From an optimization exercise on the open Yosys and OpenROAD flow, aimed at small area; shortcuts taken in it are not production practice.
The RTL was checked by simulation tests, not by an equivalence proof against the original design.
No activity file was given, so power comes from the tool's default toggle rates.

## P
==> flow/design.v <==
module freq_counter(
    input clk,
    input rst,
    input we,
    input start_pipe,
    input start_pipe_n,         
    input [14:0] sel,           
    input [22:0] maxp,
    input [20:0] minq,          
    input cmax,
    input cmin,
    output reg [464:0] freq_cnts
    );
    reg  [30:0] freq_bins [0:14];
    reg  [30:0] cur;
    integer i;
    wire [23:0] x = {1'b0, maxp};
    wire [23:0] y = {3'd0, minq};
    wire [23:0] s = cur[23:0] ^ x ^ y;
    wire [23:0] c = {(cur[22:0] & x[22:0]) | (cur[22:0] & y[22:0]) | (x[22:0] & y[22:0]), cmin};
    wire [23:0] gg = s & c;
    wire [23:0] pp = s ^ c;
    wire [23:0] G0 = {gg[23:1], gg[0] | (pp[0] & cmax)}, P0 = pp;
    wire [23:0] G1, P1, G2, P2, G3, P3, G4, P4, G5, P5;
    genvar t;
    generate
        for (t = 0; t < 24; t = t + 1) begin : up1
            if (t % 2 == 1) begin : n
                assign G1[t] = G0[t] | (P0[t] & G0[t-1]);
                assign P1[t] = P0[t] & P0[t-1];
            end else begin : k
                assign G1[t] = G0[t];
                assign P1[t] = P0[t];
            end
        end
        for (t = 0; t < 24; t = t + 1) begin : up2
            if (t % 4 == 3) begin : n
                assign G2[t] = G1[t] | (P1[t] & G1[t-2]);
                assign P2[t] = P1[t] & P1[t-2];
            end else begin : k
                assign G2[t] = G1[t];
                assign P2[t] = P1[t];
            end
        end
        for (t = 0; t < 24; t = t + 1) begin : up3
            if (t % 8 == 7) begin : n
                assign G3[t] = G2[t] | (P2[t] & G2[t-4]);
                assign P3[t] = P2[t] & P2[t-4];
            end else begin : k
                assign G3[t] = G2[t];
                assign P3[t] = P2[t];
            end
        end
        for (t = 0; t < 24; t = t + 1) begin : up4
            if (t == 15) begin : n
                assign G4[t] = G3[t] | (P3[t] & G3[t-8]);
                assign P4[t] = P3[t] & P3[t-8];
            end else if (t == 23) begin : m
                assign G4[t] = G3[t] | (P3[t] & G3[t-8]);
                assign P4[t] = P3[t] & P3[t-8];
            end else begin : k
                assign G4[t] = G3[t];
                assign P4[t] = P3[t];
            end
        end
    endgenerate
    wire [23:0] GP, PP;
    generate
        for (t = 0; t < 24; t = t + 1) begin : dn
            if (t == 0 || t == 1 || t == 3 || t == 7 || t == 15) begin : root
                assign GP[t] = (t == 0) ? G0[0] : (t == 1) ? G1[1] : (t == 3) ? G2[3] : (t == 7) ? G3[7] : G4[15];
                assign PP[t] = (t == 0) ? P0[0] : (t == 1) ? P1[1] : (t == 3) ? P2[3] : (t == 7) ? P3[7] : P4[15];
            end else if (t == 23) begin : top
                assign GP[t] = G4[23] | (P4[23] & GP[15]);
                assign PP[t] = P4[23] & PP[15];
            end else if (t % 8 == 7) begin : s8
                assign GP[t] = G3[t] | (P3[t] & GP[t-8]);
                assign PP[t] = P3[t] & PP[t-8];
            end else if (t % 4 == 3) begin : s4
                assign GP[t] = G2[t] | (P2[t] & GP[t-4]);
                assign PP[t] = P2[t] & PP[t-4];
            end else if (t % 2 == 1) begin : s2
                assign GP[t] = G1[t] | (P1[t] & GP[t-2]);
                assign PP[t] = P1[t] & PP[t-2];
            end else begin : s1
                assign GP[t] = G0[t] | (P0[t] & GP[t-1]);
                assign PP[t] = P0[t] & PP[t-1];
            end
        end
    endgenerate
    wire [24:0] kk = {GP, cmax};
    wire        k24 = kk[24];
    wire [30:0] sum;
    wire [6:0]  pre;
    genvar g;
    assign sum[23:0] = pp ^ kk[23:0];
    assign pre[0] = 1'b1;
    generate
        for (g = 1; g < 7; g = g + 1) begin : inc
            assign pre[g] = pre[g-1] & cur[23+g];
        end
    endgenerate
    assign sum[30:24] = cur[30:24] ^ ({7{k24}} & pre);
    wire        go   = we & ~start_pipe & ~rst;
    wire        keep = ~start_pipe & ~rst;
    wire [14:0] wr   = sel & {15{go}};
    wire [14:0] hold = ~(sel & {15{we}}) & {15{keep}};
    wire        load = start_pipe & ~rst;
    wire        stay = start_pipe_n & ~rst;
    always @(*) begin
        cur = 31'd0;
        for (i = 0; i < 15; i = i + 1)
            cur = cur | (freq_bins[i] & {31{sel[i]}});
    end
    always @(posedge clk) begin
        for (i = 0; i < 15; i = i + 1) begin
            freq_bins[i] <= (sum & {31{wr[i]}}) | (freq_bins[i] & {31{hold[i]}});
            freq_cnts[31 * i +: 31] <= (freq_bins[i] & {31{load}})
                                     | (freq_cnts[31 * i +: 31] & {31{stay}});
        end
    end
endmodule
module spectrum_bins(
    input         clk,
    input         rst,
    input         in_valid,         
    input         in_last,          
    input  [23:0] in_re,            
    input  [23:0] in_im,            
    output [464:0] freq_cnts        
    );
    reg  [3:0]  bin_no;
    reg  [6:0]  offset;
    reg         start_pipe;
    reg         start_pipe_n;
    wire        bin_end = (bin_no == 4'd14) ? (offset == 7'd71) : (offset == 7'd67);
    wire [14:0] sel;
    always @(posedge clk) begin
        if (rst) begin
            bin_no <= 4'd0;
            offset <= 7'd0;
            start_pipe <= 1'b0;
            start_pipe_n <= 1'b1;
        end else begin
            start_pipe <= in_last;
            start_pipe_n <= ~in_last;
            if (in_last) begin
                bin_no <= 4'd0;
                offset <= 7'd0;
            end else if (in_valid) begin
                if (bin_end) begin
                    offset <= 7'd0;
                    bin_no <= (bin_no == 4'd14) ? 4'd0 : bin_no + 4'd1;
                end else begin
                    offset <= offset + 7'd1;
                end
            end
        end
    end
    genvar g;
    generate
        for (g = 0; g < 15; g = g + 1) begin : dec
            assign sel[g] = (bin_no == g);
        end
    endgenerate
    wire        na = in_re[23];
    wire        nb = in_im[23];
    wire        za = na & ~|in_re[22:0];
    wire        zb = nb & ~|in_im[22:0];
    wire [22:0] ap = in_re[22:0] ^ {23{na}};
    wire [22:0] bp = in_im[22:0] ^ {23{nb}};
    wire        a_ge = nb ? (ap > bp) : (ap >= bp);
    wire        a_big = ~za & (zb | a_ge);
    wire        ta = a_big;
    wire        tb = ~a_big & ~zb;
    wire        ua = a_big & ~zb;
    wire        ub = ~a_big & ~za;
    wire [22:0] maxp = ({23{ta}} & ap) | ({23{tb}} & bp);
    wire [22:0] minp = ({23{ua}} & bp) | ({23{ub}} & ap);
    wire        smax = (ta & na) | (tb & nb);
    wire        smin = (ua & nb) | (ub & na);
    wire        cmin = smin & minp[1] & minp[0];
    freq_counter fft_pt2 (clk, rst, in_valid, start_pipe, start_pipe_n, sel,
                          maxp, minp[22:2], smax, cmin, freq_cnts);
endmodule
==> flow/config.mk <==
export PLATFORM = sky130hd
export DESIGN_NAME = spectrum_bins
export DESIGN_NICKNAME = spectrum_bins
export VERILOG_FILES = /design/flow/design.v
export SDC_FILE = /design/flow/constraint.sdc
export NUM_CORES = 4
export LEC_CHECK = 0
export CAP_MARGIN = 20
export CORE_MARGIN = 2
export CORE_UTILIZATION = 50
export SLEW_MARGIN = 20
==> flow/constraint.sdc <==
create_clock -name core_clock -period 12.0 [get_ports {clk}]
set_input_delay 2.4000 -clock core_clock [delete_from_list [all_inputs] [get_ports {clk}]]
set_output_delay 2.4000 -clock core_clock [all_outputs]
set_load 0.01 [all_outputs]
standard.sh (not shown) runs the stock make flow with config.mk's settings and CLKGATE_MAP_FILE= SYNTH_SCRIPT=/design/flow/synth_recipe.tcl, a recipe that flattens the netlist after the stock synthesis.
==> flow/flow/run.sh <==
#!/bin/bash
# Standard ORFS layout (the standard.sh), with the port buffers taken as
# the smallest buffer cell, and clock tree synthesis with clkbuf_8, sink clusters
# of at most 17 and no dummy loads.
set -euo pipefail
export BUFFER_PORTS_ARGS="-buffer_cell sky130_fd_sc_hd__buf_1"
export CTS_ARGS="-sink_clustering_enable -repair_clock_nets -dont_use_dummy_load -buf_list sky130_fd_sc_hd__clkbuf_8 -sink_clustering_size 17 -sink_clustering_max_diameter 70"
bash standard.sh > standard_flow.log 2>&1
[inputs] Q vs P
-- flow/design.v --
<<< P, line 22
    wire [23:0] pp = s ^ c;
    wire [23:0] G0 = {gg[23:1], gg[0] | (pp[0] & cmax)}, P0 = pp;
    wire [23:0] G1, P1, G2, P2, G3, P3, G4, P4, G5, P5;
    genvar t;
    generate
>>> Q, line 22
    wire [23:0] pp = s ^ c;
    wire [23:0] G0 = {gg[23:1], gg[0] | (pp[0] & cmax)}, P0 = pp;
    wire [23:0] G1, P1, G2, P2, G3, P3, G4, P4;
    genvar t;
    generate
<<< P, line 53
        end
        for (t = 0; t < 24; t = t + 1) begin : up4
            if (t == 15) begin : n
                assign G4[t] = G3[t] | (P3[t] & G3[t-8]);
                assign P4[t] = P3[t] & P3[t-8];
            end else if (t == 23) begin : m
                assign G4[t] = G3[t] | (P3[t] & G3[t-8]);
                assign P4[t] = P3[t] & P3[t-8];
>>> Q, line 53
        end
        for (t = 0; t < 24; t = t + 1) begin : up4
            if (t == 15 || t == 23) begin : n
                assign G4[t] = G3[t] | (P3[t] & G3[t-8]);
                assign P4[t] = P3[t] & P3[t-8];
<<< P, line 65
        end
    endgenerate
    wire [23:0] GP, PP;
    generate
        for (t = 0; t < 24; t = t + 1) begin : dn
            if (t == 0 || t == 1 || t == 3 || t == 7 || t == 15) begin : root
                assign GP[t] = (t == 0) ? G0[0] : (t == 1) ? G1[1] : (t == 3) ? G2[3] : (t == 7) ? G3[7] : G4[15];
                assign PP[t] = (t == 0) ? P0[0] : (t == 1) ? P1[1] : (t == 3) ? P2[3] : (t == 7) ? P3[7] : P4[15];
            end else if (t == 23) begin : top
                assign GP[t] = G4[23] | (P4[23] & GP[15]);
                assign PP[t] = P4[23] & PP[15];
            end else if (t % 8 == 7) begin : s8
                assign GP[t] = G3[t] | (P3[t] & GP[t-8]);
                assign PP[t] = P3[t] & PP[t-8];
            end else if (t % 4 == 3) begin : s4
                assign GP[t] = G2[t] | (P2[t] & GP[t-4]);
                assign PP[t] = P2[t] & PP[t-4];
            end else if (t % 2 == 1) begin : s2
                assign GP[t] = G1[t] | (P1[t] & GP[t-2]);
                assign PP[t] = P1[t] & PP[t-2];
            end else begin : s1
                assign GP[t] = G0[t] | (P0[t] & GP[t-1]);
                assign PP[t] = P0[t] & PP[t-1];
            end
        end
>>> Q, line 62
        end
    endgenerate
    wire [23:0] GP;
    generate
        for (t = 0; t < 24; t = t + 1) begin : dn
            if (t == 0 || t == 1 || t == 3 || t == 7 || t == 15) begin : root
                assign GP[t] = (t == 0) ? G0[0] : (t == 1) ? G1[1] : (t == 3) ? G2[3] : (t == 7) ? G3[7] : G4[15];
            end else if (t == 23) begin : top
                assign GP[t] = G4[23] | (P4[23] & GP[15]);
            end else if (t % 8 == 7) begin : s8
                assign GP[t] = G3[t] | (P3[t] & GP[t-8]);
            end else if (t % 4 == 3) begin : s4
                assign GP[t] = G2[t] | (P2[t] & GP[t-4]);
            end else if (t % 2 == 1) begin : s2
                assign GP[t] = G1[t] | (P1[t] & GP[t-2]);
            end else begin : s1
                assign GP[t] = G0[t] | (P0[t] & GP[t-1]);
            end
        end
### Flow results
- Q completed every stage of the flow, and the final layout passed the timing, DRC and antenna checks.
- Reported for Q and P, global-route wire length before repair turned out identical to the last digit.
- Re maximum VDD drop: no difference whatsoever between Q and P.
- P -> Q: worst setup slack delta 0, exact match
- | number of ports placed on the die boundary | P vs Q | ≈ equal |
- Synthesized cell count came out exactly the same in Q and P.
- [compare] base=P new=Q: sequential cell count stayed essentially flat, final standard cell utilization of the core shows no meaningful change, switching power share of the total held.
- Status: worst hold margin parity (P, Q)
- Synthesized-area fraction occupied by ao, oa, aoi and oai cells: Q vs P identical
- P -> Q: register bit total from synthesis delta 0, exact match
- Diff P..Q | die area | negligible

port drivers added, routing unchanged:
How much do the figures lean on ideal ports? The routed layouts below were timed once more, with nothing changed but the port constraints. Step 1: set_driving_cell puts a clkbuf_16 on clk and a buf_2 on each other input, an assumption about the parent block. Step 2 adds t to the input delays and takes it off the output delays; t is the mean of the earliest and latest rising clock arrival at the registers after step 1. Input paths then give back, and output paths get back, about the clock's delay inside the block. Slacks: no drivers / after step 1 / after step 2; pairs: no drivers / after step 1.
| run | shift t [ns] | setup slack, ns | cell pins on the clock port's net |
|---|---|---|---|
| P | 0.801 | 2.621 / 2.663 / 1.861 | 1 |
| Q | 0.801 | 2.621 / 2.663 / 1.861 | 1 |
After both steps setup and hold are still met in every run listed.
